From an optimization exercise on the open Yosys and OpenROAD flow, aimed at small area; shortcuts taken in it are not production practice. Function was checked by simulation only, so behaviour that the tests miss may differ from the original. Power and IR drop assume default switching activity.

### design/flow/config.mk
export PLATFORM = sky130hd
export DESIGN_NAME = cpu
export DESIGN_NICKNAME = cpu
export VERILOG_FILES = /design/flow/design.v
export SDC_FILE = /design/flow/constraint.sdc
export NUM_CORES = 4
export LEC_CHECK = 0
export CAP_MARGIN = 20
export CORE_MARGIN = 2
export CORE_UTILIZATION = 60
export SLEW_MARGIN = 20
export SYNTH_HIERARCHICAL = 1
### design/flow/constraint.sdc
create_clock -name core_clock -period 9.0 [get_ports {clk}]
set_input_delay 1.8000 -clock core_clock [delete_from_list [all_inputs] [get_ports {clk}]]
set_output_delay 1.8000 -clock core_clock [all_outputs]
set_load 0.01 [all_outputs]
### design/flow/design.v
module cpu(
    input clk,
    input rst_n,
    output hlt,
    output [15:0] pc,
    input [15:0] imem_data,
    output [15:0] dmem_addr,
    output [15:0] dmem_wdata,
    output dmem_we,
    output dmem_re,
    input [15:0] dmem_rdata
);
    wire rst = ~rst_n;
    genvar g;
    reg  [15:0] pc_q;                  
    reg  [15:0] fd_i;                  
    reg  [15:0] dx_a, dx_b, dx_i;      
    reg         dx_bub;                
    reg         dx_fam, dx_faw;        
    reg         dx_fbm, dx_fbw;        
    reg         fl_n, fl_z, fl_v;      
    reg  [15:0] xm_alu, xm_b;          
    reg  [3:0]  xm_wr;
    reg         xm_sw, xm_lw, xm_rw, xm_hlt;
    reg  [15:0] mw_wd;                 
    reg  [3:0]  mw_wr;
    reg         mw_rw, mw_hlt;
    assign pc  = pc_q;
    assign hlt = mw_hlt;
    wire [15:0] rf_q [0:15];
    assign rf_q[0] = mw_wd;            
    wire [15:1] rf_we;
    wdec u_wdec(.wr(mw_wr), .rw(mw_rw), .rst(dx_bub), .we(rf_we));
    generate
        for (g = 1; g < 16; g = g + 1) begin : R
            reg [15:0] q;
            always @(posedge clk)
                if (rf_we[g]) q <= mw_wd;
            assign rf_q[g] = q;
        end
    endgenerate
    wire [3:0] op_d  = fd_i[15:12];
    wire       d_lb  = op_d[3] & ~op_d[2] & op_d[1];        
    wire       d_mem = op_d[3] & ~op_d[2] & ~op_d[1];       
    wire       d_sw  = d_mem & op_d[0];
    wire       d_pcs = (op_d == 4'b1110);
    wire [3:0] rr1_d = d_lb  ? fd_i[11:8] : fd_i[7:4];
    wire [3:0] rr2_d = d_mem ? fd_i[11:8] : fd_i[3:0];
    wire [3:0] op_x  = dx_i[15:12];
    wire [3:0] wr_x  = dx_i[11:8];
    wire       x_lb  = op_x[3] & ~op_x[2] & op_x[1];
    wire       x_mem = op_x[3] & ~op_x[2] & ~op_x[1];
    wire       x_sw  = ~dx_bub & x_mem & op_x[0];
    wire       x_lw  = ~dx_bub & x_mem & ~op_x[0];
    wire       x_rw  = ~dx_bub & (~op_x[3] | (x_mem & ~op_x[0]) | x_lb | (op_x == 4'b1110));
    wire       x_hlt = ~dx_bub & (op_x == 4'b1111);
    wire       x_nz  = (wr_x != 4'd0);
    wire       m_fw  = xm_rw & (xm_wr != 4'd0);
    wire e1x, e2x, e1m, e2m, e1w, e2w;
    eq4 u_e1x(.a(rr1_d), .b(wr_x),  .y(e1x));
    eq4 u_e2x(.a(rr2_d), .b(wr_x),  .y(e2x));
    eq4 u_e1m(.a(rr1_d), .b(xm_wr), .y(e1m));
    eq4 u_e2m(.a(rr2_d), .b(xm_wr), .y(e2m));
    eq4 u_e1w(.a(rr1_d), .b(mw_wr), .y(e1w));
    eq4 u_e2w(.a(rr2_d), .b(mw_wr), .y(e2w));
    wire byp1 = mw_rw & e1w;
    wire byp2 = mw_rw & e2w;
    wire [16:0] s1, s2;
    rdsel u_s1(.rr(rr1_d), .byp(byp1), .pcs(d_pcs), .sel(s1));
    rdsel u_s2(.rr(rr2_d), .byp(byp2), .pcs(1'b0),  .sel(s2));
    wire [15:0] rd1, rd2;              
    generate
        for (g = 0; g < 16; g = g + 1) begin : B
            wire [16:0] col;
            genvar h;
            for (h = 0; h < 16; h = h + 1) begin : C
                assign col[h] = rf_q[h][g];
            end
            assign col[16] = pc_q[g];
            ao17 u_r1(.s(s1), .d(col), .y(rd1[g]));
            ao16 u_r2(.s(s2[15:0]), .d(col[15:0]), .y(rd2[g]));
        end
    endgenerate
    wire f_n, f_z, f_v;
    flagcalc u_fl(.a(rd1), .b(rd2), .sub(op_d[0]), .n(f_n), .z(f_z), .v(f_v));
    wire f_as = ~op_d[3] & ~op_d[2] & ~op_d[1];             
    wire f_en = ~op_d[3] & ~(op_d[1] & op_d[0]);
    reg taken;
    always @* begin
        case (fd_i[11:9])
            3'b000: taken = ~fl_z;
            3'b001: taken = fl_z;
            3'b010: taken = ~fl_z & ~fl_n;
            3'b011: taken = fl_n;
            3'b100: taken = fl_z | ~fl_n;
            3'b101: taken = fl_n | fl_z;
            3'b110: taken = fl_v;
            default: taken = 1'b1;
        endcase
    end
    wire flush = taken & op_d[3] & op_d[2] & ~op_d[1];      
    wire stall = x_lw & x_nz & (e1x | (e2x & ~d_sw));
    wire [15:0] alu_x;
    alu u_alu(.op(op_x), .imm(dx_i[7:0]), .dx_a(dx_a), .dx_b(dx_b),
              .m_val(xm_alu), .w_val(mw_wd),
              .fam(dx_fam), .faw(dx_faw), .fbm(dx_fbm), .fbw(dx_fbw),
              .y(alu_x));
    wire fdx = x_sw & e1x;
    wire fdm = xm_rw & e1m;
    wire go  = rst_n & ~stall;
    wire halt_f = &imem_data[15:12];
    wire sel_x  = go & flush & fdx;
    wire sel_m  = go & flush & ~fdx & fdm;
    wire sel_r  = go & flush & ~fdx & ~fdm & (byp1 | op_d[0]);
    wire sel_ad = go & (flush ? (~fdx & ~fdm & ~byp1 & ~op_d[0]) : ~halt_f);
    wire sel_pc = rst_n & (stall | (~flush & halt_f));
    wire [15:0] pc_add;
    pcadd u_pca(.pc(pc_q), .off(fd_i[8:0]), .br(flush), .y(pc_add));
    wire [15:0] pc_nx;
    generate
        for (g = 0; g < 16; g = g + 1) begin : P
            ao5 u_p(.s({sel_pc, sel_ad, sel_r, sel_m, sel_x}),
                    .d({pc_q[g], pc_add[g], rd1[g], xm_alu[g], alu_x[g]}),
                    .y(pc_nx[g]));
        end
    endgenerate
    wire sfw_eq;
    eq4 u_sfw(.a(xm_wr), .b(mw_wr), .y(sfw_eq));
    wire sfw = sfw_eq & (xm_wr != 4'd0);       
    wire [15:0] wd_nx, fd_nx;
    wire fd_hold = rst_n & stall;
    wire wd_ld = rst_n & xm_lw;                
    wire wd_al = rst_n & ~xm_lw;               
    wire fd_take = go & ~flush;
    generate
        for (g = 0; g < 16; g = g + 1) begin : MX
            g_mux2 u_sd(.a0(xm_b[g]), .a1(mw_wd[g]), .s(sfw), .y(dmem_wdata[g]));
            g_ao22 u_wd(.a(xm_alu[g]), .b(wd_al), .c(dmem_rdata[g]), .d(wd_ld), .y(wd_nx[g]));
            g_ao22 u_fd(.a(fd_i[g]), .b(fd_hold), .c(imem_data[g]), .d(fd_take), .y(fd_nx[g]));
        end
    endgenerate
    assign dmem_addr = xm_alu;
    assign dmem_we   = xm_sw;
    assign dmem_re   = xm_lw;
    always @(posedge clk) begin
        pc_q <= pc_nx;
        fd_i <= fd_nx;
    end
    always @(posedge clk) begin
        if (f_en) begin
            fl_n <= f_as & f_n; fl_z <= f_z; fl_v <= f_as & f_v;
        end
    end
    always @(posedge clk) begin
        dx_a   <= rd1;
        dx_b   <= rd2;
        dx_i   <= fd_i;
        dx_fam <= e1x & x_rw & x_nz;
        dx_faw <= e1m & m_fw;
        dx_fbm <= e2x & x_rw & x_nz;
        dx_fbw <= e2m & m_fw;
        xm_alu <= alu_x;
        xm_b   <= dx_b;
        mw_wd  <= wd_nx;
    end
    always @(posedge clk) begin
        dx_bub <= rst;
        xm_wr  <= dx_bub ? 4'd0 : wr_x;
        mw_wr  <= xm_wr;
        mw_rw  <= xm_rw;
        if (rst) begin
            xm_sw <= 1'b0; xm_lw <= 1'b0; xm_rw <= 1'b0; xm_hlt <= 1'b0;
            mw_hlt <= 1'b0;
        end else begin
            xm_sw <= x_sw; xm_lw <= x_lw; xm_rw <= x_rw; xm_hlt <= x_hlt;
            mw_hlt <= xm_hlt;
        end
    end
endmodule
module wdec(input [3:0] wr, input rw, input rst, output [15:1] we);
    genvar g;
    generate
        for (g = 1; g < 16; g = g + 1) begin : W
            assign we[g] = rst | (rw & (wr == g));
        end
    endgenerate
endmodule
module eq4(input [3:0] a, input [3:0] b, output y);
    assign y = (a == b);
endmodule
module rdsel(input [3:0] rr, input byp, input pcs, output [16:0] sel);
    wire en = ~pcs & ~byp;
    genvar g;
    generate
        for (g = 1; g < 16; g = g + 1) begin : S
            assign sel[g] = en & (rr == g);
        end
    endgenerate
    assign sel[0]  = ~pcs & byp;
    assign sel[16] = pcs;
endmodule
module ao17(input [16:0] s, input [16:0] d, output y);
    wire [5:0] n;
    g_aoi222 u0(.a(s[0]),  .b(d[0]),  .c(s[1]),  .d(d[1]),  .e(s[2]),  .f(d[2]),  .y(n[0]));
    g_aoi222 u1(.a(s[3]),  .b(d[3]),  .c(s[4]),  .d(d[4]),  .e(s[5]),  .f(d[5]),  .y(n[1]));
    g_aoi222 u2(.a(s[6]),  .b(d[6]),  .c(s[7]),  .d(d[7]),  .e(s[8]),  .f(d[8]),  .y(n[2]));
    g_aoi222 u3(.a(s[9]),  .b(d[9]),  .c(s[10]), .d(d[10]), .e(s[11]), .f(d[11]), .y(n[3]));
    g_aoi222 u4(.a(s[12]), .b(d[12]), .c(s[13]), .d(d[13]), .e(s[14]), .f(d[14]), .y(n[4]));
    g_aoi22  u5(.a(s[15]), .b(d[15]), .c(s[16]), .d(d[16]), .y(n[5]));
    wire m;
    g_and3  u6(.a(n[0]), .b(n[1]), .c(n[2]), .y(m));
    g_nand4 u7(.a(m), .b(n[3]), .c(n[4]), .d(n[5]), .y(y));
endmodule
module ao16(input [15:0] s, input [15:0] d, output y);
    wire [5:0] n;
    g_aoi222 u0(.a(s[0]),  .b(d[0]),  .c(s[1]),  .d(d[1]),  .e(s[2]),  .f(d[2]),  .y(n[0]));
    g_aoi222 u1(.a(s[3]),  .b(d[3]),  .c(s[4]),  .d(d[4]),  .e(s[5]),  .f(d[5]),  .y(n[1]));
    g_aoi222 u2(.a(s[6]),  .b(d[6]),  .c(s[7]),  .d(d[7]),  .e(s[8]),  .f(d[8]),  .y(n[2]));
    g_aoi222 u3(.a(s[9]),  .b(d[9]),  .c(s[10]), .d(d[10]), .e(s[11]), .f(d[11]), .y(n[3]));
    g_aoi222 u4(.a(s[12]), .b(d[12]), .c(s[13]), .d(d[13]), .e(s[14]), .f(d[14]), .y(n[4]));
    g_nand2  u5(.a(s[15]), .b(d[15]), .y(n[5]));
    wire m;
    g_and3  u6(.a(n[0]), .b(n[1]), .c(n[2]), .y(m));
    g_nand4 u7(.a(m), .b(n[3]), .c(n[4]), .d(n[5]), .y(y));
endmodule
module ao5(input [4:0] s, input [4:0] d, output y);
    wire n0, n1;
    g_aoi222 u0(.a(s[0]), .b(d[0]), .c(s[1]), .d(d[1]), .e(s[2]), .f(d[2]), .y(n0));
    g_aoi22  u1(.a(s[3]), .b(d[3]), .c(s[4]), .d(d[4]), .y(n1));
    g_nand2  u2(.a(n0), .b(n1), .y(y));
endmodule
module ao3(input [2:0] s, input [2:0] d, output y);
    wire n;
    g_aoi222 u0(.a(s[0]), .b(d[0]), .c(s[1]), .d(d[1]), .e(s[2]), .f(d[2]), .y(n));
    g_inv    u1(.a(n), .y(y));
endmodule
module nadd16(input [15:0] a, input [15:0] b, input cin, input kill,
              output [15:0] bs, output [3:0] nco, output [15:0] s);
    genvar g;
    wire [16:0] rc;
    generate
        for (g = 0; g < 16; g = g + 1) begin : F
            wire ci = (g == 0) ? cin : ((g % 4 == 0) ? 1'b0 : rc[g]);
            g_fa u(.a(a[g]), .b(b[g]), .c(ci), .s(bs[g]), .co(rc[g+1]));
        end
    endgenerate
    assign nco = {rc[16], rc[12], rc[8], rc[4]};
    wire [3:0] allp;                   
    wire [3:1] c;                      
    generate
        for (g = 1; g < 4; g = g + 1) begin : N
            wire p01, p012;
            g_and2 u0(.a(bs[4*g]),   .b(bs[4*g+1]), .y(p01));
            g_and2 u1(.a(p01),       .b(bs[4*g+2]), .y(p012));
            g_and2 u2(.a(p012),      .b(bs[4*g+3]), .y(allp[g]));
            wire cj;
            if (g == 1) begin : C1
                assign cj = nco[0];
            end else begin : CN
                g_ao21 u3(.a(allp[g-1]), .b(c[g-1]), .c(nco[g-1]), .y(cj));
            end
            g_andn u4(.a(cj), .b(kill), .y(c[g]));
            wire t1, t2, t3;
            g_and2 u5(.a(c[g]), .b(bs[4*g]),   .y(t1));
            g_and2 u6(.a(c[g]), .b(p01),       .y(t2));
            g_and2 u7(.a(c[g]), .b(p012),      .y(t3));
            g_xor2 x0(.a(bs[4*g]),   .b(c[g]), .y(s[4*g]));
            g_xor2 x1(.a(bs[4*g+1]), .b(t1),   .y(s[4*g+1]));
            g_xor2 x2(.a(bs[4*g+2]), .b(t2),   .y(s[4*g+2]));
            g_xor2 x3(.a(bs[4*g+3]), .b(t3),   .y(s[4*g+3]));
        end
    endgenerate
    assign allp[0] = 1'b0;
    assign s[3:0] = bs[3:0];
endmodule
module flagcalc(input [15:0] a, input [15:0] b, input sub, output n, output z, output v);
    wire [15:0] bb, bs;
    wire [16:0] rc;
    genvar g;
    generate
        for (g = 0; g < 16; g = g + 1) begin : F
            g_xor2 u_x(.a(b[g]), .b(sub), .y(bb[g]));
            wire ci = (g == 0) ? sub : ((g % 4 == 0) ? 1'b0 : rc[g]);
            g_fa u(.a(a[g]), .b(bb[g]), .c(ci), .s(bs[g]), .co(rc[g+1]));
        end
    endgenerate
    wire [3:0] allp, allz, nz;
    wire [3:1] c;
    generate
        for (g = 0; g < 4; g = g + 1) begin : N
            assign allp[g] = &bs[4*g+3:4*g];
            assign allz[g] = ~|bs[4*g+3:4*g];
        end
    endgenerate
    assign c[1] = rc[4];
    assign c[2] = rc[8]  | (allp[1] & c[1]);
    assign c[3] = rc[12] | (allp[2] & c[2]);
    assign nz[0] = allz[0];
    assign nz[1] = c[1] ? allp[1] : allz[1];
    assign nz[2] = c[2] ? allp[2] : allz[2];
    assign nz[3] = c[3] ? allp[3] : allz[3];
    wire s15 = bs[15] ^ (c[3] & bs[12] & bs[13] & bs[14]);
    wire ovf = (a[15] == bb[15]) & (s15 != a[15]);
    assign n = ovf ? a[15] : s15;
    assign z = ~ovf & (&nz);
    assign v = ovf;
endmodule
module pcadd(input [15:0] pc, input [8:0] off, input br, output [15:0] y);
    wire [15:1] ad;
    assign ad[1] = br ? off[0] : 1'b1;
    genvar g;
    generate
        for (g = 2; g < 16; g = g + 1) begin : A
            assign ad[g] = br & off[(g < 10) ? g - 1 : 8];
        end
    endgenerate
    wire [16:1] c;
    assign c[1] = 1'b0;
    generate
        for (g = 1; g < 16; g = g + 1) begin : F
            g_fa u(.a(pc[g]), .b(ad[g]), .c(c[g]), .s(y[g]), .co(c[g+1]));
        end
    endgenerate
    assign y[0] = pc[0];
endmodule
module alu(
    input  [3:0]  op,
    input  [7:0]  imm,             
    input  [15:0] dx_a, dx_b, m_val, w_val,
    input         fam, faw, fbm, fbw,
    output [15:0] y
);
    wire x_lb  = op[3] & ~op[2] & op[1];
    wire x_mem = op[3] & ~op[2] & ~op[1];
    wire isrc  = (~op[3] & op[2] & ~(op[1] & op[0])) | (op[3] & ~(op[2] & op[1]));
    wire sub   = (op == 4'b0001);
    wire nib   = ~op[3] & op[1] & op[0];                     
    wire sa_m = fam, sa_w = ~fam & faw, sa_r = ~fam & ~faw;
    wire sb_m = ~isrc & fbm, sb_w = ~isrc & ~fbm & fbw, sb_r = ~isrc & ~fbm & ~fbw;
    wire [15:0] ib = x_lb  ? {8'h00, imm} :
                     x_mem ? {{11{imm[3]}}, imm[3:0], 1'b0} : {12'h000, imm[3:0]};
    wire [15:0] nibs = ~(ib & {16{isrc}});
    wire [15:0] a, aa, b, p;
    genvar g;
    generate
        for (g = 0; g < 16; g = g + 1) begin : BIT
            ao3 u_a(.s({sa_r, sa_w, sa_m}), .d({dx_a[g], w_val[g], m_val[g]}), .y(a[g]));
            opb u_b(.s({sb_r, sb_w, sb_m}), .d({dx_b[g], w_val[g], m_val[g]}), .ni(nibs[g]), .inv(sub), .y(b[g]));
            g_xor2 u_p(.a(aa[g]), .b(b[g]), .y(p[g]));
        end
    endgenerate
    assign aa = {a[15:1], a[0] & ~op[3]};              
    wire [15:0] bs, s;
    wire [3:0]  nco;
    nadd16 u_add(.a(aa), .b(b), .cin(sub), .kill(nib), .bs(bs), .nco(nco), .s(s));
    wire [4:0] x0 = {p[3]  ^ nco[0], bs[3:0]};
    wire [4:0] x1 = {p[7]  ^ nco[1], bs[7:4]};
    wire [4:0] x2 = {p[11] ^ nco[2], bs[11:8]};
    wire [4:0] x3 = {p[15] ^ nco[3], bs[15:12]};
    wire [5:0] u, v;
    wire [6:0] red;
    sadd5 u_u(.a(x0), .b(x1), .y(u));
    sadd5 u_v(.a(x2), .b(x3), .y(v));
    sadd6 u_r(.a(u), .b(v), .y(red));
    wire [3:0]  sh_n = imm[3:0];
    wire        sll  = (op == 4'b0100);
    wire [3:0]  rn   = sll ? (4'd0 - sh_n) : sh_n;
    wire [15:0] rot;
    rotr u_rot(.a(a), .n(rn), .y(rot));
    wire [3:0]  a3 = {aa[15], aa[11], aa[7], aa[3]};
    wire [3:0]  b3 = {b[15], b[11], b[7], b[3]};
    wire [3:0]  s3 = {s[15], s[11], s[7], s[3]};
    wire [15:0] thr;
    wire [3:0]  gs;
    wire [7:0]  cn;
    wire        c_sll, c_sra, c_ror, c_fill, s_xor, s_red, sa_lo, sa_hi, s_llb, s_lhb;
    aluctl u_ctl(.op(op), .n(sh_n), .a3(a3), .b3(b3), .s3(s3), .red6(red[6]),
                 .thr(thr), .gs(gs), .cn(cn),
                 .sll(c_sll), .sra(c_sra), .ror(c_ror), .fill(c_fill),
                 .s_xor(s_xor), .s_red(s_red), .sa_lo(sa_lo), .sa_hi(sa_hi),
                 .s_llb(s_llb), .s_lhb(s_lhb));
    generate
        for (g = 0; g < 16; g = g + 1) begin : RS
            wire kk, nk;
            shmask u_m(.tl(thr[g]), .tr(thr[15-g]), .sll(c_sll), .sra(c_sra), .ror(c_ror),
                       .fill(c_fill), .c(cn[2*(g/4) + ((g % 4 == 3) ? 1 : 0)]), .kk(kk), .nk(nk));
            if (g < 7) begin : LO
                rbit6 u_r(.s(s[g]), .gs(gs[g/4]), .p(p[g]), .sx(s_xor), .rot(rot[g]), .kk(kk),
                          .r(red[g]), .sr(s_red), .a(a[g]), .sa(sa_lo), .b(b[g]), .sb(s_llb),
                          .nk(nk), .y(y[g]));
            end else if (g < 8) begin : L7
                rbit5 u_r(.s(s[g]), .gs(gs[g/4]), .p(p[g]), .sx(s_xor), .rot(rot[g]), .kk(kk),
                          .a(a[g]), .sa(sa_lo), .b(b[g]), .sb(s_llb), .nk(nk), .y(y[g]));
            end else begin : HI
                rbit5 u_r(.s(s[g]), .gs(gs[g/4]), .p(p[g]), .sx(s_xor), .rot(rot[g]), .kk(kk),
                          .a(a[g]), .sa(sa_hi), .b(b[g-8]), .sb(s_lhb), .nk(nk), .y(y[g]));
            end
        end
    endgenerate
endmodule
module opb(input [2:0] s, input [2:0] d, input ni, input inv, output y);
    wire n, o;
    g_aoi222 u0(.a(s[0]), .b(d[0]), .c(s[1]), .d(d[1]), .e(s[2]), .f(d[2]), .y(n));
    g_nand2  u1(.a(n), .b(ni), .y(o));
    g_xor2   u2(.a(o), .b(inv), .y(y));
endmodule
module shmask(input tl, input tr, input sll, input sra, input ror, input fill,
              input c, output kk, output nk);
    assign kk = ror | (sll & tl) | (sra & tr);
    assign nk = ~(c | (fill & ~tr));
endmodule
module rbit6(input s, gs, p, sx, rot, kk, r, sr, a, sa, b, sb, nk, output y);
    wire n0, n1;
    g_aoi222 u0(.a(s), .b(gs), .c(p), .d(sx), .e(rot), .f(kk), .y(n0));
    g_aoi222 u1(.a(r), .b(sr), .c(a), .d(sa), .e(b), .f(sb), .y(n1));
    g_nand3  u2(.a(n0), .b(n1), .c(nk), .y(y));
endmodule
module rbit5(input s, gs, p, sx, rot, kk, a, sa, b, sb, nk, output y);
    wire n0, n1;
    g_aoi222 u0(.a(s), .b(gs), .c(p), .d(sx), .e(rot), .f(kk), .y(n0));
    g_aoi22  u1(.a(a), .b(sa), .c(b), .d(sb), .y(n1));
    g_nand3  u2(.a(n0), .b(n1), .c(nk), .y(y));
endmodule
module sadd5(input [4:0] a, input [4:0] b, output [5:0] y);
    wire [5:0] c;
    g_ha u0(.a(a[0]), .b(b[0]), .s(y[0]), .co(c[1]));
    g_fa u1(.a(a[1]), .b(b[1]), .c(c[1]), .s(y[1]), .co(c[2]));
    g_fa u2(.a(a[2]), .b(b[2]), .c(c[2]), .s(y[2]), .co(c[3]));
    g_fa u3(.a(a[3]), .b(b[3]), .c(c[3]), .s(y[3]), .co(c[4]));
    g_fa u4(.a(a[4]), .b(b[4]), .c(c[4]), .s(y[4]), .co(c[5]));
    assign y[5] = a[4] ^ b[4] ^ c[5];
endmodule
module sadd6(input [5:0] a, input [5:0] b, output [6:0] y);
    wire [6:0] c;
    g_ha u0(.a(a[0]), .b(b[0]), .s(y[0]), .co(c[1]));
    g_fa u1(.a(a[1]), .b(b[1]), .c(c[1]), .s(y[1]), .co(c[2]));
    g_fa u2(.a(a[2]), .b(b[2]), .c(c[2]), .s(y[2]), .co(c[3]));
    g_fa u3(.a(a[3]), .b(b[3]), .c(c[3]), .s(y[3]), .co(c[4]));
    g_fa u4(.a(a[4]), .b(b[4]), .c(c[4]), .s(y[4]), .co(c[5]));
    g_fa u5(.a(a[5]), .b(b[5]), .c(c[5]), .s(y[5]), .co(c[6]));
    assign y[6] = a[5] ^ b[5] ^ c[6];
endmodule
module rotr(input [15:0] a, input [3:0] n, output [15:0] y);
    wire [15:0] r1, r2, r4, r8;
    genvar g;
    generate
        for (g = 0; g < 16; g = g + 1) begin : M
            g_mux2i m1(.a0(a[g]),  .a1(a[(g+1)%16]),  .s(n[0]), .y(r1[g]));
            g_mux2i m2(.a0(r1[g]), .a1(r1[(g+2)%16]), .s(n[1]), .y(r2[g]));
            g_mux2i m4(.a0(r2[g]), .a1(r2[(g+4)%16]), .s(n[2]), .y(r4[g]));
            g_mux2i m8(.a0(r4[g]), .a1(r4[(g+8)%16]), .s(n[3]), .y(r8[g]));
        end
    endgenerate
    assign y = r8;
endmodule
module aluctl(
    input [3:0] op, input [3:0] n,
    input [3:0] a3, input [3:0] b3, input [3:0] s3,    
    input red6,
    output [15:0] thr, output [3:0] gs, output [7:0] cn,
    output sll, output sra, output ror, output fill,
    output s_xor, output s_red, output sa_lo, output sa_hi, output s_llb, output s_lhb
);
    wire x_mem = op[3] & ~op[2] & ~op[1];
    wire s_add = (~op[3] & ~op[2] & ~op[1]) | x_mem;
    wire s_pad = (op == 4'b0111);
    wire s_pcs = (op == 4'b1110);
    assign sll   = (op == 4'b0100);
    assign sra   = (op == 4'b0101);
    assign ror   = (op == 4'b0110);
    assign fill  = sra & a3[3];
    assign s_xor = (op == 4'b0010);
    assign s_red = (op == 4'b0011);
    assign s_llb = (op == 4'b1010);
    assign s_lhb = (op == 4'b1011);
    assign sa_lo = s_pcs | s_lhb;
    assign sa_hi = s_pcs | s_llb;
    genvar g;
    generate
        for (g = 0; g < 16; g = g + 1) begin : T
            assign thr[g] = (n <= g);
        end
    endgenerate
    wire [3:0] ov;
    generate
        for (g = 0; g < 4; g = g + 1) begin : O
            assign ov[g] = (a3[g] == b3[g]) & (s3[g] != a3[g]);
            assign gs[g] = (s_add & ~ov[3]) | (s_pad & ~ov[g]);
            wire sat_add = s_add & ov[3];
            wire sat_pad = s_pad & ov[g];
            wire rs = s_red & red6;
            assign cn[2*g]   = (sat_add & ~a3[3]) | (sat_pad & ~a3[g]) | ((g >= 2) ? rs : 1'b0);
            assign cn[2*g+1] = (sat_add & ((g == 3) ? a3[3] : ~a3[3])) | (sat_pad & a3[g]) |
                               ((g >= 1) ? rs : 1'b0);
        end
    endgenerate
endmodule
module g_aoi222(input a, b, c, d, e, f, output y);
    assign y = ~((a & b) | (c & d) | (e & f));
endmodule
module g_aoi22(input a, b, c, d, output y);
    assign y = ~((a & b) | (c & d));
endmodule
module g_ao22(input a, b, c, d, output y);
    assign y = (a & b) | (c & d);
endmodule
module g_ao21(input a, b, c, output y);
    assign y = (a & b) | c;
endmodule
module g_nand2(input a, b, output y);
    assign y = ~(a & b);
endmodule
module g_and2(input a, b, output y);
    assign y = a & b;
endmodule
module g_andn(input a, b, output y);
    assign y = a & ~b;
endmodule
module g_and3(input a, b, c, output y);
    assign y = a & b & c;
endmodule
module g_nand3(input a, b, c, output y);
    assign y = ~(a & b & c);
endmodule
module g_nand4(input a, b, c, d, output y);
    assign y = ~(a & b & c & d);
endmodule
module g_inv(input a, output y);
    assign y = ~a;
endmodule
module g_xor2(input a, b, output y);
    assign y = a ^ b;
endmodule
module g_mux2(input a0, a1, s, output y);
    assign y = s ? a1 : a0;
endmodule
module g_mux2i(input a0, a1, s, output y);
    assign y = ~(s ? a1 : a0);
endmodule
module g_fa(input a, b, c, output s, co);
    assign s  = a ^ b ^ c;
    assign co = (a & b) | (c & (a ^ b));
endmodule
module g_ha(input a, b, output s, co);
    assign s  = a ^ b;
    assign co = a & b;
endmodule
### design/flow/flow/run.sh
#!/bin/bash
# Layout flow: the standard ORFS flow (standard.sh) in two parts.
#  1. standard synthesis, unchanged;
#  2. every combinational cell that synthesis sized above drive strength 1
#     is set back to drive strength 1 (flow/downsize.tcl); placement and
#     timing repair size cells up again where the layout needs it;
#  3. the rest of the standard flow, with the port buffers made of the
#     smallest buffer cell and the clock tree built with larger sink
#     clusters and without dummy loads.
# Each tool's output goes to a log file of its own in this folder (and ORFS
# keeps its per-step logs under orfs/logs).
set -euo pipefail
export BUFFER_PORTS_ARGS="-buffer_cell sky130_fd_sc_hd__buf_1"
export CTS_ARGS="-sink_clustering_enable -repair_clock_nets -sink_clustering_size 25 -sink_clustering_max_diameter 100 -dont_use_dummy_load"
bash standard.sh synth > synth_make.log 2>&1
RESULTS_DIR="$PWD/orfs/results/$FLOW_PLATFORM/cpu/base" \
    openroad -no_init -exit flow/downsize.tcl > downsize.log 2>&1
bash standard.sh > layout_make.log 2>&1
### design/flow/flow/downsize.tcl
# Set every combinational cell that synthesis gave a drive strength above 1
# back to drive strength 1; placement and timing repair size up where needed.
read_db $::env(RESULTS_DIR)/1_synth.odb
set db [ord::get_db]
set block [[$db getChip] getBlock]
set n 0
foreach inst [$block getInsts] {
  set name [[$inst getMaster] getName]
  if {![regexp {^(sky130_fd_sc_hd__[a-z0-9]+)_([0-9]+)$} $name -> base drive]} { continue }
  if {$drive == 1} { continue }
  if {[regexp {__(df|edf|sdf|dl|sdl|conb|clk|tap|fill|decap|diode|lpflow)} $base]} { continue }
  set m [$db findMaster ${base}_1]
  if {$m == "NULL"} { continue }
  $inst swapMaster $m
  incr n
}
puts "downsize: $n instances set to drive strength 1"
write_db $::env(RESULTS_DIR)/1_synth.odb
### design/flow/standard.sh
#!/bin/bash
# synth_recipe.tcl (not shown) runs the flow's synth.tcl, then flattens the netlist and writes it again
# the make line also repeats each setting of config.mk as NAME=value (left out here)
make -C /OpenROAD-flow-scripts/flow DESIGN_CONFIG=/design/flow/config.mk WORK_HOME=/design/flow/orfs CLKGATE_MAP_FILE= SYNTH_SCRIPT=/design/flow/synth_recipe.tcl "${@:-finish}"
==> metrics.sh, run 1 <==
HOLD_VIOL=0
CLKSLEWWORSTSETUPHOLDPATHS_PS=100
FINALCOREUTILIZATION_PCT=66.77
NUM_IO_PINS=85
CRIT_TOP_CELL='fa_1'
CRITICAL_PATH.STARTPOINT_TYPE='flip-flop'
VIAS_IN_THE_FIRST_GLOBAL_ROUTE=14560
AREAGROWTHSYNTHTOFINISH_PCT=9.801
TIMING.SETUP.CRITICAL_PATH_CLASS='flip-flop to flip-flop'
M1WIRELENGTH_UM=23110
DESIGN.CORE.AREA_UM2=31560
CP_MAX_FO=10
CTS-HOLD-FIX-BUFFERS=0
DR_WL_MET2_UM=29470
HOLD_DEPTH=0
ROUTED-VIA-COUNT=15338
MAX_FREQ_MHz=121.0
CTS_MADE_BUFFERS=19
RSZ0062_AT_GRT='false'
CTSROOTBUFFERMASTER='clkbuf_16'
CRITICAL_PATH.SLOWEST_CELL='dfxtp_1'
FINALHOLDWORSTSLACK_PS=369.8
FINAL_AREA_UM2=21070
FLOORPLAN.INITIALDENSITY_PCT=60.81
CTS_TREE='built'
FRACTION_OF_LAYOUT_CELLS_WITH_A_SIZE_SUFFIX_ABOVE_1_PCT=7.029
GP_ROUTABILITY_CONGESTION=1.043
FINALSETUPVIOLATIONS=0
CRITICAL_PATH.MAX_STAGE_DELAY_PS=500
SETUP_TOTAL_NEGATIVE_SLACK_PS=0
WIRE_PER_INST_UM=30.26
GRT_FIRST_PASS_WIRELENGTH_UM=91340
FINALWORSTPATHREQUIREDPERIOD_PS=8265
MAPPEDNETLISTAREA_UM2=19190
TIMING.HOLD.WORST.CLASS='flip-flop to flip-flop'
POWER.DENSITY_nW_PER_UM2=262.2
GRT_ANTENNA_BEFORE_REPAIR=0
CTS_POST_SETUP_BUFFERS_INSERTED=0
DETAIL_ROUTE.ITER0.VIOLATIONS=2721
WIRELENGTH_UM=61670
WORST-R2R-CELL-COUNT=23
AREA.SEQUENTIAL_UM2=10240
CLOCK_LATENCY_PS=530
STATIC-LEAKAGE-POWER_uW=0.008144
FLOORPLAN.DIE.HEIGHT_UM=182.8
POST_CTS.RESIZED_INSTANCES=0
MET3_WIRELENGTH_UM=5956
WORSTPATHREQUIRED_PS=9420
HPWL_UM=44990
MULTIINPUTGATEAREA_UM2=8830
LAYOUT_WORST_PATH_CYCLE_SHARE_PCT=91.83
HTREEDEPTH=1
FILL_CELLS=2363
TIGHTEST_SLEW_PS=1159
DIE_AREA_UM2=33430
VIA_PER_INST=7.526
ROUTED.TOP_LAYER='met4'
GRTUSAGETOTAL_PCT=36.45
NETLIST_INSTANCES=1486
TOTAL_POWER_uW=5524
SYNTHESIS.YOSYS.WARNINGS=7
ROUTE.ANTENNA.REMAINING_NETS=0
DETAILED_PLACE.AREA_UM2=20570
FIRST_PASS_ITERS=9
FINAL-MAX-SLEW-VIOLATION-COUNT=0
DIE_W_UM=182.8
ANTENNA_CELLS_INSERTED=0
DRCVIOLATIONCOUNT=0
VDD_DROP_MAX_V=0.0002426
SYNTH.AVG_CELL_AREA_UM2=12.91
PORT_BUFFERS=84
CLK_PATH_BUF_DEPTH=3
CP_STARTPOINT='fd_i[11]'
WORSTSETUPENDPOINTTYPE='flip-flop'
DRV_CAP=0
WORST_RELATIVE_SLEW_SLACK_PCT=22.30
WORSTPATHCELLLIST='nor2b_1 -> a311oi_1 -> a22oi_1 -> or3_1 -> inv_1 -> nand2b_1 -> fa_1 -> fa_1 -> fa_1 -> fa_1 -> fa_1 -> fa_1 -> fa_1 -> fa_1 -> fa_1 -> fa_1 -> fa_1 -> fa_1 -> fa_1 -> fa_1 -> fa_1 -> a22oi_1 -> nand2_1'
GRT.OVERFLOW.TOTAL=0
WORST_HOLD_STARTPOINT='dx_b[6]'
LARGEST_NET_DEGREE_AT_THE_START_OF_GLOBAL_ROUTING=26
CLKSINKCOUNT=390
FINALNETCOUNT=1736
OUTCOME='finished clean'
ROW_COUNT=65
TIMING.RR.START='fd_i[11]'
FINCLKSKEW_PS=28.91
ARRIVAL_PS=8680
## stage by stage
step,instances,setup slack [ps]
final,2038,735.3
after floorplan,1494,597.5
after detailed placement,2019,829.1
after CTS,2038,824.4
after global placement,2019,1025
after global routing,2038,430.6
## where the power goes
| part | internal (uW) | leakage (uW) | switching, uW |
|---|---|---|---|
| Combinational | 806 | 0.00420 | 1220 |
| Sequential | 2280 | 0.00371 | 308 |
| Clock | 380 | 0.000234 | 531 |
## metal layers
metal / track usage [%] / up-vias
li1: - / 6502
met1: 49.18 / 7463
met2: 60.24 / 1178
met3: 4.230 / 195
met4: 16.00 / 0
met5: 0 / -
## cells in the final DEF, fill, tap and decap left out, drive strengths merged, types with 33 or more instances in the layout
cell	count
edfxtp	243
nand4	35
a222oi	231
nor2	50
buf	156
a22oi	47
a22o	33
fa	60
dfxtp	147
and3	33
inv	44
and2	44
nand2	74
mux2i	64
xor2	92
## layout make-up
type | count | share of cell area (%)
timing repair buffer | 156 | 4.062
sequential | 390 | 48.60
inverter | 44 | 0.7839
tap | 402 | 2.387
multi-input combinational | 1027 | 41.91
clock buffer | 19 | 2.257
## final timing paths
path | slack [ps] | to
worst min-delay path | 370 | xm_b[6]
worst min register to register | 370 | xm_b[6]
worst max register to register | 740 | pc_q[15]
worst max-delay path | 740 | pc_q[15]
## critical path: cells and delay by family, from the launching register on
kind	cells	cell delay, ps
buffers and inverters	1	240
adders and majority gates	15	6080
and+or+nand+nor	4	760
DFF	1	500
AOI/OAI and AO/OA	3	570
## registers in the layout (all words and copies together), names as in the netlist, 16 cells and up
register / flops
dx_i: 16
R.q: 240
xm_b: 16
mw_wd: 16
dx_b: 16
pc_q: 16
dx_a: 16
fd_i: 16
xm_alu: 16
==> run 2: changes to the inputs <==
--- a/design/flow/design.v
+++ b/design/flow/design.v
@@ -45,3 +45,4 @@
     wire       d_sw  = d_mem & op_d[0];
-    wire       d_pcs = (op_d == 4'b1110);
+    wire       d_pcs;                                    
+    g_and2 u_pcs(.a(op_d[3] & op_d[2]), .b(op_d[1] & ~op_d[0]), .y(d_pcs));
     wire [3:0] rr1_d = d_lb  ? fd_i[11:8] : fd_i[7:4];
@@ -100,3 +101,4 @@
     end
-    wire flush = taken & op_d[3] & op_d[2] & ~op_d[1];      
+    wire flush;                                              
+    g_and2 u_fl2(.a(taken), .b(op_d[3] & op_d[2] & ~op_d[1]), .y(flush));
     wire stall = x_lw & x_nz & (e1x | (e2x & ~d_sw));
@@ -111,7 +113,9 @@
     wire halt_f = &imem_data[15:12];
-    wire sel_x  = go & flush & fdx;
-    wire sel_m  = go & flush & ~fdx & fdm;
-    wire sel_r  = go & flush & ~fdx & ~fdm & (byp1 | op_d[0]);
-    wire sel_ad = go & (flush ? (~fdx & ~fdm & ~byp1 & ~op_d[0]) : ~halt_f);
-    wire sel_pc = rst_n & (stall | (~flush & halt_f));
+    wire gf = go & flush;
+    wire sel_x, sel_m, sel_r, sel_ad, sel_pc;
+    g_and2 u_sx(.a(gf), .b(fdx), .y(sel_x));
+    g_and2 u_sm(.a(gf), .b(~fdx & fdm), .y(sel_m));
+    g_and2 u_sr(.a(gf), .b(~fdx & ~fdm & (byp1 | op_d[0])), .y(sel_r));
+    g_and2 u_sa(.a(go), .b(flush ? (~fdx & ~fdm & ~byp1 & ~op_d[0]) : ~halt_f), .y(sel_ad));
+    g_and2 u_sp(.a(rst_n), .b(stall | (~flush & halt_f)), .y(sel_pc));
     wire [15:0] pc_add;
@@ -128,8 +132,10 @@
     eq4 u_sfw(.a(xm_wr), .b(mw_wr), .y(sfw_eq));
-    wire sfw = sfw_eq & (xm_wr != 4'd0);       
+    wire sfw;                                  
+    g_and2 u_sfw2(.a(sfw_eq), .b(xm_wr != 4'd0), .y(sfw));
     wire [15:0] wd_nx, fd_nx;
-    wire fd_hold = rst_n & stall;
-    wire wd_ld = rst_n & xm_lw;                
-    wire wd_al = rst_n & ~xm_lw;               
-    wire fd_take = go & ~flush;
+    wire fd_hold, fd_take, wd_ld, wd_al;
+    g_and2 u_fh(.a(rst_n), .b(stall),   .y(fd_hold));
+    g_and2 u_ft(.a(go),    .b(~flush),  .y(fd_take));
+    g_and2 u_wl(.a(rst_n), .b(xm_lw),   .y(wd_ld));     
+    g_and2 u_wa(.a(rst_n), .b(~xm_lw),  .y(wd_al));     
     generate
@@ -180,6 +186,11 @@
 module wdec(input [3:0] wr, input rw, input rst, output [15:1] we);
+    wire [3:0] hi, lo;
     genvar g;
     generate
+        for (g = 0; g < 4; g = g + 1) begin : D
+            assign hi[g] = rw & (wr[3:2] == g);
+            assign lo[g] = (wr[1:0] == g);
+        end
         for (g = 1; g < 16; g = g + 1) begin : W
-            assign we[g] = rst | (rw & (wr == g));
+            g_ao21 u(.a(hi[g/4]), .b(lo[g%4]), .c(rst), .y(we[g]));
         end
@@ -192,9 +203,14 @@
     wire en = ~pcs & ~byp;
+    wire [3:0] hi, lo;
     genvar g;
     generate
+        for (g = 0; g < 4; g = g + 1) begin : D
+            assign hi[g] = en & (rr[3:2] == g);
+            assign lo[g] = (rr[1:0] == g);
+        end
         for (g = 1; g < 16; g = g + 1) begin : S
-            assign sel[g] = en & (rr == g);
+            g_and2 u(.a(hi[g/4]), .b(lo[g%4]), .y(sel[g]));
         end
     endgenerate
-    assign sel[0]  = ~pcs & byp;
+    g_and2 u0(.a(byp), .b(~pcs), .y(sel[0]));
     assign sel[16] = pcs;
@@ -335,6 +351,12 @@
     wire isrc  = (~op[3] & op[2] & ~(op[1] & op[0])) | (op[3] & ~(op[2] & op[1]));
-    wire sub   = (op == 4'b0001);
+    wire sub;
+    g_and2 u_sub(.a(~op[3] & ~op[2] & ~op[1]), .b(op[0]), .y(sub));
     wire nib   = ~op[3] & op[1] & op[0];                     
-    wire sa_m = fam, sa_w = ~fam & faw, sa_r = ~fam & ~faw;
-    wire sb_m = ~isrc & fbm, sb_w = ~isrc & ~fbm & fbw, sb_r = ~isrc & ~fbm & ~fbw;
+    wire sa_m = fam, sa_w, sa_r;
+    g_and2 u_saw(.a(~fam), .b(faw),  .y(sa_w));
+    g_and2 u_sar(.a(~fam), .b(~faw), .y(sa_r));
+    wire sb_m, sb_w, sb_r;
+    g_and2 u_sbm(.a(~isrc), .b(fbm), .y(sb_m));
+    g_and2 u_sbw(.a(~isrc & ~fbm), .b(fbw),  .y(sb_w));
+    g_and2 u_sbr(.a(~isrc & ~fbm), .b(~fbw), .y(sb_r));
     wire [15:0] ib = x_lb  ? {8'h00, imm} :
@@ -366,3 +388,8 @@
     wire        sll  = (op == 4'b0100);
-    wire [3:0]  rn   = sll ? (4'd0 - sh_n) : sh_n;
+    wire [3:0]  ng   = 4'd0 - sh_n;
+    wire [3:0]  rn;
+    assign rn[0] = sh_n[0];
+    g_mux2 u_rn1(.a0(sh_n[1]), .a1(ng[1]), .s(sll), .y(rn[1]));
+    g_mux2 u_rn2(.a0(sh_n[2]), .a1(ng[2]), .s(sll), .y(rn[2]));
+    g_mux2 u_rn3(.a0(sh_n[3]), .a1(ng[3]), .s(sll), .y(rn[3]));
     wire [15:0] rot;
@@ -467,12 +494,15 @@
     wire s_pcs = (op == 4'b1110);
-    assign sll   = (op == 4'b0100);
-    assign sra   = (op == 4'b0101);
-    assign ror   = (op == 4'b0110);
-    assign fill  = sra & a3[3];
-    assign s_xor = (op == 4'b0010);
-    assign s_red = (op == 4'b0011);
-    assign s_llb = (op == 4'b1010);
-    assign s_lhb = (op == 4'b1011);
-    assign sa_lo = s_pcs | s_lhb;
-    assign sa_hi = s_pcs | s_llb;
+    wire s_rd  = (op == 4'b0011);
+    wire [3:0] oh = {op[3] & op[2], op[3] & ~op[2], ~op[3] & op[2], ~op[3] & ~op[2]};
+    wire [3:0] ol = {op[1] & op[0], op[1] & ~op[0], ~op[1] & op[0], ~op[1] & ~op[0]};
+    g_and2 u_sll(.a(oh[1]), .b(ol[0]), .y(sll));
+    g_and2 u_sra(.a(oh[1]), .b(ol[1]), .y(sra));
+    g_and2 u_ror(.a(oh[1]), .b(ol[2]), .y(ror));
+    g_and2 u_fil(.a(op == 4'b0101), .b(a3[3]), .y(fill));
+    g_and2 u_xor(.a(oh[0]), .b(ol[2]), .y(s_xor));
+    g_and2 u_red(.a(oh[0]), .b(ol[3]), .y(s_red));
+    g_and2 u_llb(.a(oh[2]), .b(ol[2]), .y(s_llb));
+    g_and2 u_lhb(.a(oh[2]), .b(ol[3]), .y(s_lhb));
+    g_or2  u_slo(.a(s_pcs), .b(op == 4'b1011), .y(sa_lo));
+    g_or2  u_shi(.a(s_pcs), .b(op == 4'b1010), .y(sa_hi));
     genvar g;
@@ -490,3 +520,3 @@
             wire sat_pad = s_pad & ov[g];
-            wire rs = s_red & red6;
+            wire rs = s_rd & red6;
             assign cn[2*g]   = (sat_add & ~a3[3]) | (sat_pad & ~a3[g]) | ((g >= 2) ? rs : 1'b0);
@@ -547 +577,4 @@
 endmodule
+module g_or2(input a, b, output y);
+    assign y = a | b;
+endmodule
--- a/design/flow/flow/run.sh
+++ b/design/flow/flow/run.sh
@@ -6,5 +6,8 @@
 #     timing repair size cells up again where the layout needs it;
-#  3. the rest of the standard flow, with the port buffers made of the
-#     smallest buffer cell and the clock tree built with larger sink
-#     clusters and without dummy loads.
+#  3. the rest of the standard flow, with
+#     - the port buffers made of the smallest buffer cell,
+#     - timing-driven global placement that keeps none of its trial
+#       buffering (GPL_KEEP_OVERFLOW 0); the resizer step after placement
+#       repairs what needs it,
+#     - the clock tree built with larger sink clusters and no dummy loads.
 # Each tool's output goes to a log file of its own in this folder (and ORFS
@@ -13,2 +16,3 @@
 export BUFFER_PORTS_ARGS="-buffer_cell sky130_fd_sc_hd__buf_1"
+export GPL_KEEP_OVERFLOW=0
 export CTS_ARGS="-sink_clustering_enable -repair_clock_nets -sink_clustering_size 25 -sink_clustering_max_diameter 100 -dont_use_dummy_load"
==> run 2 against run 1 <==
  * Worst hold slack lost 2.2 ps
  * Area after synthesis grew 0.91%
  * Core utilization shrank 1.6 points
  * Non-clock buffer count shrank 72
  * Maximum frequency is essentially flat
  * Sequential power is essentially flat
  * Largest power group unchanged
  * Routed wire length grew 1.7%
  * First-iteration DRC count grew 9.0%
  * Critical path depth grew 2
  * Clock power grew 3.8%
  * Sequential share of layout area grew 1.1 points
  * Synthesized cell count grew 0.81%
==> metrics.sh, run 2 <==
COMB_POWER_SHARE_PCT=34.5
GP_ROUTABILITY_CONGESTION=1.046
FIRST_PASS_ITERS=14
LAYOUT_COMMON_CELLS='edfxtp_1 (243), a222oi_1 (231), dfxtp_1 (145)'
GRTUSAGETOTAL_PCT=36.78
MAX_FREQ_MHz=120.9
OUTCOME='finished clean'
GRT_ANTENNA_BEFORE_REPAIR=0
VDD_DROP_MAX_V=0.0002215
SYNTHESIS.YOSYS.WARNINGS=7
CRITICAL_PATH.STARTPOINT_TYPE='flip-flop'
DETAILED_PLACE.AREA_UM2=20100
WORSTSETUPENDPOINTTYPE='flip-flop'
LARGEST_REGISTER='R.q'
NETLIST_INSTANCES=1498
WIRE_PER_INST_UM=31.62
LAYOUT_COMMONEST_CELL='edfxtp_1'
VIA_PER_INST=7.742
VIAS_IN_THE_FIRST_GLOBAL_ROUTE=14682
PWR-SHARE-SEQ_PCT=48.2
TIMING.HOLD.WORST.CLASS='flip-flop to flip-flop'
ROUTED-VIA-COUNT=15353
PWR-SHARE-CLK_PCT=17.4
ROW_COUNT=65
PORT_BUFFERS=84
DETAIL_ROUTE.ITER0.VIOLATIONS=2967
FINAL_AREA_UM2=20600
LARGEST_REGISTER_FFS=240
FRACTION_OF_LAYOUT_CELLS_WITH_A_SIZE_SUFFIX_ABOVE_1_PCT=1.392
CLKSINKCOUNT=390
POWER.DENSITY_nW_PER_UM2=264.1
DIE_W_UM=183.6
FINCLKSKEW_PS=101.4
CLOCK_LATENCY_PS=570
FLOORPLAN.DIE.HEIGHT_UM=183.6
RSZ0062_AT_GRT='false'
HPWL_UM=44050
SETUP_SLACK_PS=729.7
CTS-HOLD-FIX-BUFFERS=0
DRCVIOLATIONCOUNT=0
STATIC-LEAKAGE-POWER_uW=0.007939
INTERNAL_POWER_uW=3443
P_SWITCHING_uW=1998
CTSROOTBUFFERMASTER='clkbuf_16'
WORSTPATHREQUIRED_PS=9400
POWER.SWITCHING_FRACTION_PCT=36.72
SYNTH.AVG_CELL_AREA_UM2=12.93
MAPPEDNETLISTAREA_UM2=19360
CTS_MADE_BUFFERS=20
HOLD_VIOL=0
WORST_RELATIVE_SLEW_SLACK_PCT=18.00
CLKSLEWWORSTSETUPHOLDPATHS_PS=110
AREAGROWTHSYNTHTOFINISH_PCT=6.417
CP_MAX_FO=17
HTREEDEPTH=1
FINALSETUPVIOLATIONS=0
DETAILEDPLACE.WORSTSLACK_PS=940.5
GRT.OVERFLOW.TOTAL=0
DESIGN.CORE.AREA_UM2=31640
FINALNETCOUNT=1681
ARRIVAL_PS=8670
CLK_PATH_BUF_DEPTH=3
DIE_AREA_UM2=33720
CTS_POST_SETUP_BUFFERS_INSERTED=0
POST_CTS.RESIZED_INSTANCES=0
GRT_FIRST_PASS_WIRELENGTH_UM=92520
FINAL-MAX-SLEW-VIOLATION-COUNT=0
FLOORPLAN.INITIALDENSITY_PCT=61.20
ANTENNA_CELLS_INSERTED=0
ROUTE.ANTENNA.REMAINING_NETS=0
TIMING.SETUP.CRITICAL_PATH_CLASS='flip-flop to flip-flop'
NON_FILLER_CELLS_IN_THE_FINISHED_LAYOUT=1983
CTS_TREE='built'
LAYOUT_WORST_PATH_CYCLE_SHARE_PCT=91.89
FINALWORSTPATHREQUIREDPERIOD_PS=8270
WIRELENGTH_UM=62710
SETUP_TOTAL_NEGATIVE_SLACK_PS=0
TIGHTEST_SLEW_PS=1230
PLACE.DETAILED.INSTANCES=1963
LARGEST_NET_DEGREE_AT_THE_START_OF_GLOBAL_ROUTING=26
NUM_IO_PINS=85
DRV_CAP=0
==> run 2: path summary, 6_finish.rpt <==
check	from	end	slack, ps	depth (start not counted)
setup reg to reg	dx_i[15]	pc_q[5]	730	25
hold / removal	dx_b[15]	xm_b[15]	370	0
hold reg to reg	dx_b[15]	xm_b[15]	370	0
setup / recovery	dx_i[15]	pc_q[5]	730	25
==> run 2: metal layers <==
metal / track usage, % / wire (um)
met1: 49.26 / 23450
met2: 60.63 / 29670
met3: 4.715 / 6715
met4: 16.13 / 2877
met5: 0 / 0
==> run 2: power groups by stage <==
stage                     Combinational [uW]  Clock (uW)  Sequential (uW)
after CTS                               1830         946             2600
after detailed placement                1820           0             2640
final                                   1870         946             2620
after global routing                    1990        1000             2650
after floorplan                         1210           0             2510
after global placement                  1810           0             2620
==> run 2: layout make-up <==
type / count / area (um2)
fill: 2428 / 11030
sequential: 390 / 10240
multi-input combinational: 1038 / 8860
tap: 402 / 503.0
clock buffer: 20 / 500.5
timing repair buffer: 84 / 315.3
inverter: 49 / 183.9
==> run 2: critical path, cell delays in order (launching register included) <==
cell and delay (ps):
dfxtp_1 740, nor2b_1 510, a21oi_1 100, nor2b_1 170, and2_1 360, a222oi_1 410
nand2_1 120, xor2_1 250, fa_1 540, fa_1 400, fa_1 410, fa_1 580
and2_1 150, a21o_1 130, nor2b_1 330, a21o_1 160, nor2b_1 280, and2_1 200
xor2_1 300, or3b_1 430, nand3_1 200, o31ai_1 180, a222oi_1 450, nand3_1 280
a222oi_1 390, nand2_1 90
==> run 2: per-stage QoR <==
step	utilization (%)	total power, uW	hold slack (ps)
2_1_floorplan	-	3726	330.4
3_3_place_gp	63.54	4435	357.8
3_5_place_dp	63.55	4457	354.5
4_1_cts	65.13	5380	368.6
5_1_grt	65.13	5647	385.0
6_report	65.13	5441	367.6
==> run 3: changes to the inputs <==
--- a/design/flow/design.v
+++ b/design/flow/design.v
@@ -67,6 +67,8 @@
     wire byp1 = mw_rw & e1w;
-    wire byp2 = mw_rw & e2w;
+    wire byp2;                                  
+    g_and2 u_byp2(.a(mw_rw), .b(e2w), .y(byp2));
     wire [16:0] s1, s2;
     rdsel u_s1(.rr(rr1_d), .byp(byp1), .pcs(d_pcs), .sel(s1));
-    rdsel u_s2(.rr(rr2_d), .byp(byp2), .pcs(1'b0),  .sel(s2));
+    rdsel2 u_s2(.rr(rr2_d), .byp(byp2), .sel(s2[15:0]));
+    assign s2[16] = 1'b0;
     wire [15:0] rd1, rd2;              
@@ -217,2 +219,17 @@
 endmodule
+module rdsel2(input [3:0] rr, input byp, output [15:0] sel);
+    wire en = ~byp;
+    wire [3:0] hi, lo;
+    genvar g;
+    generate
+        for (g = 0; g < 4; g = g + 1) begin : D
+            assign hi[g] = en & (rr[3:2] == g);
+            assign lo[g] = (rr[1:0] == g);
+        end
+        for (g = 1; g < 16; g = g + 1) begin : S
+            g_and2 u(.a(hi[g/4]), .b(lo[g%4]), .y(sel[g]));
+        end
+    endgenerate
+    assign sel[0] = byp;
+endmodule
 module ao17(input [16:0] s, input [16:0] d, output y);
@@ -258,4 +275,7 @@
         for (g = 0; g < 16; g = g + 1) begin : F
-            wire ci = (g == 0) ? cin : ((g % 4 == 0) ? 1'b0 : rc[g]);
-            g_fa u(.a(a[g]), .b(b[g]), .c(ci), .s(bs[g]), .co(rc[g+1]));
+            if (g % 4 == 0 && g > 0) begin : H
+                g_ha u(.a(a[g]), .b(b[g]), .s(bs[g]), .co(rc[g+1]));
+            end else begin : A
+                g_fa u(.a(a[g]), .b(b[g]), .c((g == 0) ? cin : rc[g]), .s(bs[g]), .co(rc[g+1]));
+            end
         end
@@ -298,4 +318,7 @@
             g_xor2 u_x(.a(b[g]), .b(sub), .y(bb[g]));
-            wire ci = (g == 0) ? sub : ((g % 4 == 0) ? 1'b0 : rc[g]);
-            g_fa u(.a(a[g]), .b(bb[g]), .c(ci), .s(bs[g]), .co(rc[g+1]));
+            if (g % 4 == 0 && g > 0) begin : H
+                g_ha u(.a(a[g]), .b(bb[g]), .s(bs[g]), .co(rc[g+1]));
+            end else begin : A
+                g_fa u(.a(a[g]), .b(bb[g]), .c((g == 0) ? sub : rc[g]), .s(bs[g]), .co(rc[g+1]));
+            end
         end
@@ -332,6 +355,6 @@
     endgenerate
-    wire [16:1] c;
-    assign c[1] = 1'b0;
+    wire [16:2] c;
+    g_ha u1(.a(pc[1]), .b(ad[1]), .s(y[1]), .co(c[2]));
     generate
-        for (g = 1; g < 16; g = g + 1) begin : F
+        for (g = 2; g < 16; g = g + 1) begin : F
             g_fa u(.a(pc[g]), .b(ad[g]), .c(c[g]), .s(y[g]), .co(c[g+1]));
@@ -354,3 +377,4 @@
     wire nib   = ~op[3] & op[1] & op[0];                     
-    wire sa_m = fam, sa_w, sa_r;
+    wire sa_m = fam;
+    wire sa_w, sa_r;
     g_and2 u_saw(.a(~fam), .b(faw),  .y(sa_w));
@@ -401,7 +425,7 @@
     wire [3:0]  gs;
-    wire [7:0]  cn;
-    wire        c_sll, c_sra, c_ror, c_fill, s_xor, s_red, sa_lo, sa_hi, s_llb, s_lhb;
+    wire [7:0]  ncn;
+    wire        c_sll, c_sra, c_ror, c_nfill, s_xor, s_red, sa_lo, sa_hi, s_llb, s_lhb;
     aluctl u_ctl(.op(op), .n(sh_n), .a3(a3), .b3(b3), .s3(s3), .red6(red[6]),
-                 .thr(thr), .gs(gs), .cn(cn),
-                 .sll(c_sll), .sra(c_sra), .ror(c_ror), .fill(c_fill),
+                 .thr(thr), .gs(gs), .ncn(ncn),
+                 .sll(c_sll), .sra(c_sra), .ror(c_ror), .nfill(c_nfill),
                  .s_xor(s_xor), .s_red(s_red), .sa_lo(sa_lo), .sa_hi(sa_hi),
@@ -412,3 +436,3 @@
             shmask u_m(.tl(thr[g]), .tr(thr[15-g]), .sll(c_sll), .sra(c_sra), .ror(c_ror),
-                       .fill(c_fill), .c(cn[2*(g/4) + ((g % 4 == 3) ? 1 : 0)]), .kk(kk), .nk(nk));
+                       .nfill(c_nfill), .nc(ncn[2*(g/4) + ((g % 4 == 3) ? 1 : 0)]), .kk(kk), .nk(nk));
             if (g < 7) begin : LO
@@ -433,6 +457,6 @@
 endmodule
-module shmask(input tl, input tr, input sll, input sra, input ror, input fill,
-              input c, output kk, output nk);
+module shmask(input tl, input tr, input sll, input sra, input ror, input nfill,
+              input nc, output kk, output nk);
     assign kk = ror | (sll & tl) | (sra & tr);
-    assign nk = ~(c | (fill & ~tr));
+    assign nk = nc & (nfill | tr);
 endmodule
@@ -486,4 +510,4 @@
     input red6,
-    output [15:0] thr, output [3:0] gs, output [7:0] cn,
-    output sll, output sra, output ror, output fill,
+    output [15:0] thr, output [3:0] gs, output [7:0] ncn,
+    output sll, output sra, output ror, output nfill,
     output s_xor, output s_red, output sa_lo, output sa_hi, output s_llb, output s_lhb
@@ -500,3 +524,3 @@
     g_and2 u_ror(.a(oh[1]), .b(ol[2]), .y(ror));
-    g_and2 u_fil(.a(op == 4'b0101), .b(a3[3]), .y(fill));
+    assign nfill = ~((op == 4'b0101) & a3[3]);
     g_and2 u_xor(.a(oh[0]), .b(ol[2]), .y(s_xor));
@@ -521,5 +545,5 @@
             wire rs = s_rd & red6;
-            assign cn[2*g]   = (sat_add & ~a3[3]) | (sat_pad & ~a3[g]) | ((g >= 2) ? rs : 1'b0);
-            assign cn[2*g+1] = (sat_add & ((g == 3) ? a3[3] : ~a3[3])) | (sat_pad & a3[g]) |
-                               ((g >= 1) ? rs : 1'b0);
+            assign ncn[2*g]   = ~((sat_add & ~a3[3]) | (sat_pad & ~a3[g]) | ((g >= 2) ? rs : 1'b0));
+            assign ncn[2*g+1] = ~((sat_add & ((g == 3) ? a3[3] : ~a3[3])) | (sat_pad & a3[g]) |
+                                ((g >= 1) ? rs : 1'b0));
         end
==> run 3 against run 2 <==
  * Largest power group unchanged
  * Worst setup slack worse by 230 ps
  * Die area down 0.52%
  * Sequential cell count unchanged
==> metrics.sh, run 3 <==
ROW_COUNT=65
FINALWORSTPATHREQUIREDPERIOD_PS=8500
GRT_ANTENNA_BEFORE_REPAIR=1
RSZ0062_AT_GRT='false'
WORSTPATHREQUIRED_PS=9210
GRTUSAGETOTAL_PCT=38.20
CTSROOTBUFFERMASTER='clkbuf_16'
FRACTION_OF_LAYOUT_CELLS_WITH_A_SIZE_SUFFIX_ABOVE_1_PCT=1.489
ENDPOINT_OF_THE_LOWEST_SLACK_REGISTER_TO_REGISTER_PATH='fl_z'
SYNTHESIS.YOSYS.WARNINGS=7
SETUP_TOTAL_NEGATIVE_SLACK_PS=0
MULTIINPUTGATEAREA_UM2=8773
HPWL_UM=46380
MET1_RESOURCE_USE_GR_PCT=50.80
GP_ROUTABILITY_CONGESTION=1.140
WORST-R2R-CELL-COUNT=19
ROUTED-VIA-COUNT=15312
LAYOUT_COMMON_CELLS='edfxtp_1 (243), a222oi_1 (231), dfxtp_1 (145)'
FIRST_PASS_ITERS=14
MAX_FREQ_MHz=117.6
HOLD_DEPTH=0
FINAL_AREA_UM2=20460
DIE_AREA_UM2=33550
FLOORPLAN.INITIALDENSITY_PCT=61.03
TIMING.RR.START='fd_i[15]'
CP_MAX_FO=20
DRV_CAP=0
WORST_RELATIVE_SLEW_SLACK_PCT=27.82
POWER.DENSITY_nW_PER_UM2=275.8
DESIGN.CORE.AREA_UM2=31560
GR-MAX-USAGE-LAYER='met2'
WORSTHOLDENDPOINT='xm_b[9]'
TIGHTEST_SLEW_PS=1080
ROUTE.ANTENNA.REMAINING_NETS=0
POST_CTS.RESIZED_INSTANCES=0
MAPPEDNETLISTAREA_UM2=19260
FINCLKSKEW_PS=78.70
WIRELENGTH_UM=65840
OUTCOME='finished clean'
STATIC-LEAKAGE-POWER_uW=0.007758
TIMING.SETUP.CRITICAL_PATH_CLASS='flip-flop to flip-flop'
FINALNETCOUNT=1645
WORST_HOLD_STARTPOINT='dx_b[9]'
DIE_W_UM=183.2
GRTUSAGEMET3_PCT=5.739
CLK_PATH_BUF_DEPTH=3
CTS_POST_SETUP_BUFFERS_INSERTED=0
CTS_TREE='built'
FLOORPLAN.DIE.HEIGHT_UM=183.2
PORT_BUFFERS=84
GRT.MET2_USAGE_PCT=61.36
REG2REG_SETUP_SLACK_PS=500
VIA_PER_INST=7.860
VDD_DROP_MAX_V=0.0002242
GRT_FIRST_PASS_WIRELENGTH_UM=93720
CTS_MADE_BUFFERS=20
GRT.OVERFLOW.TOTAL=0
LARGEST_REGISTER_FFS=240
LAYOUT_COMMONEST_CELL='edfxtp_1'
VIAS_IN_THE_FIRST_GLOBAL_ROUTE=14117
CTS-HOLD-FIX-BUFFERS=0
WIRE_PER_INST_UM=33.80
CLKSLEWWORSTSETUPHOLDPATHS_PS=100
PLACE.DETAILED.INSTANCES=1927
HTREEDEPTH=1
SYNTH.AVG_CELL_AREA_UM2=13.06
FINALSETUPVIOLATIONS=0
DETAIL_ROUTE.ITER0.VIOLATIONS=3327
HOLD_VIOL=0
LARGEST_NET_DEGREE_AT_THE_START_OF_GLOBAL_ROUTING=26
AREA.SEQUENTIAL_UM2=10240
CRITICAL_PATH.STARTPOINT_TYPE='flip-flop'
LARGEST_REGISTER='R.q'
DETAILED_PLACE.AREA_UM2=19950
NETLIST_INSTANCES=1475
CLKSINKCOUNT=390
DRCVIOLATIONCOUNT=0
ARRIVAL_PS=8710
CLOCK_LATENCY_PS=550
AREAGROWTHSYNTHTOFINISH_PCT=6.217
WORSTSETUPENDPOINTTYPE='flip-flop'
NON_FILLER_CELLS_IN_THE_FINISHED_LAYOUT=1948
FILL_CELLS=2369
NUM_IO_PINS=85
FINAL-MAX-SLEW-VIOLATION-COUNT=0
LAYOUT_WORST_PATH_CYCLE_SHARE_PCT=94.45
TIMING.HOLD.WORST.CLASS='flip-flop to flip-flop'
-- run 3: cell type report --
class                   count  share of cell area [%]
well taps                 402                   2.459
inverters                  32                  0.5872
repair buffers             84                   1.541
multi-input cells        1019                   42.89
clock buffers              20                   2.446
diodes                      1                 0.01223
flip-flops and latches    390                   50.07
-- run 3: per-stage QoR --
stage	total power, uW	util, %	setup slack (ps)	hold WS [ps]
2_1_floorplan	3843	-	1869	330.4
3_3_place_gp	4640	63.22	897.4	356.7
3_5_place_dp	4646	63.24	866.5	358.3
4_1_cts	5566	64.82	771.9	372.9
5_1_grt	5826	64.82	381.0	374.7
6_report	5643	64.83	499.6	372.1
-- run 3: worst max-delay path, stage by stage (launching register included) --
cell,delay (ps)
dfxtp_1,450
nor3b_1,670
mux2_1,550
xor2_1,200
nor4_1,260
and2_1,810
nor3b_1,200
and2_1,540
a222oi_1,490
and3_1,270
nand4_1,160
xor2_1,210
fa_1,480
fa_1,400
fa_1,420
fa_1,400
or4_1,400
nor2_1,170
o211ai_1,110
a2111oi_1,940
-- run 3: how the worst max path moves through the flow --
stage / from / endpoint / slack [ps] / cells past startpoint
CTS: fd_i[15] / fl_z / 770 / 19
floorplan: fd_i[11] / pc_q[15] / 1870 / 22
global route: fd_i[15] / fl_z / 380 / 19
finish: fd_i[15] / fl_z / 500 / 19
detailed placement: fd_i[15] / fl_z / 870 / 19
global placement: fd_i[15] / fl_z / 900 / 19
-- run 3: power breakdown --
part	internal [uW]	total [uW]	leakage, uW	switching [uW]
clock network	398	938	0.000246	539
logic	830	2050	0.00380	1220
registers	2290	2660	0.00371	366
-- run 3: routing by layer --
layer,wire (um),vias up
met1,23770,7478
met5,0,-
met4,4407,0
li1,-,6324
met2,30180,1280
met3,7472,230

## what the ideal ports hide
In the flow no input, the clock included, has a driving cell. The finished layouts below were timed again as built, in two steps.
Step 1, drivers: a clkbuf_16 drives clk and a buf_2 each remaining input, both assumed.
Step 2 also shifts input and output timing later by t, the mid clock arrival at the registers, as if the neighbouring blocks saw the same clock.
a / b / c = ideal / step 1 / step 2; a / b = the first two.
run | t, ns | setup WS [ns] | latest minus earliest clock arrival (ns) | cell pins on the clock port's net
run 1 | 0.575 | 0.735 / 0.735 / 0.735 | 0.029 / 0.029 | 1
run 2 | 0.572 | 0.730 / 0.730 / 0.730 | 0.102 / 0.102 | 1
run 3 | 0.570 | 0.500 / 0.500 / 0.500 | 0.081 / 0.081 | 1
After both steps every run listed still meets setup and hold.
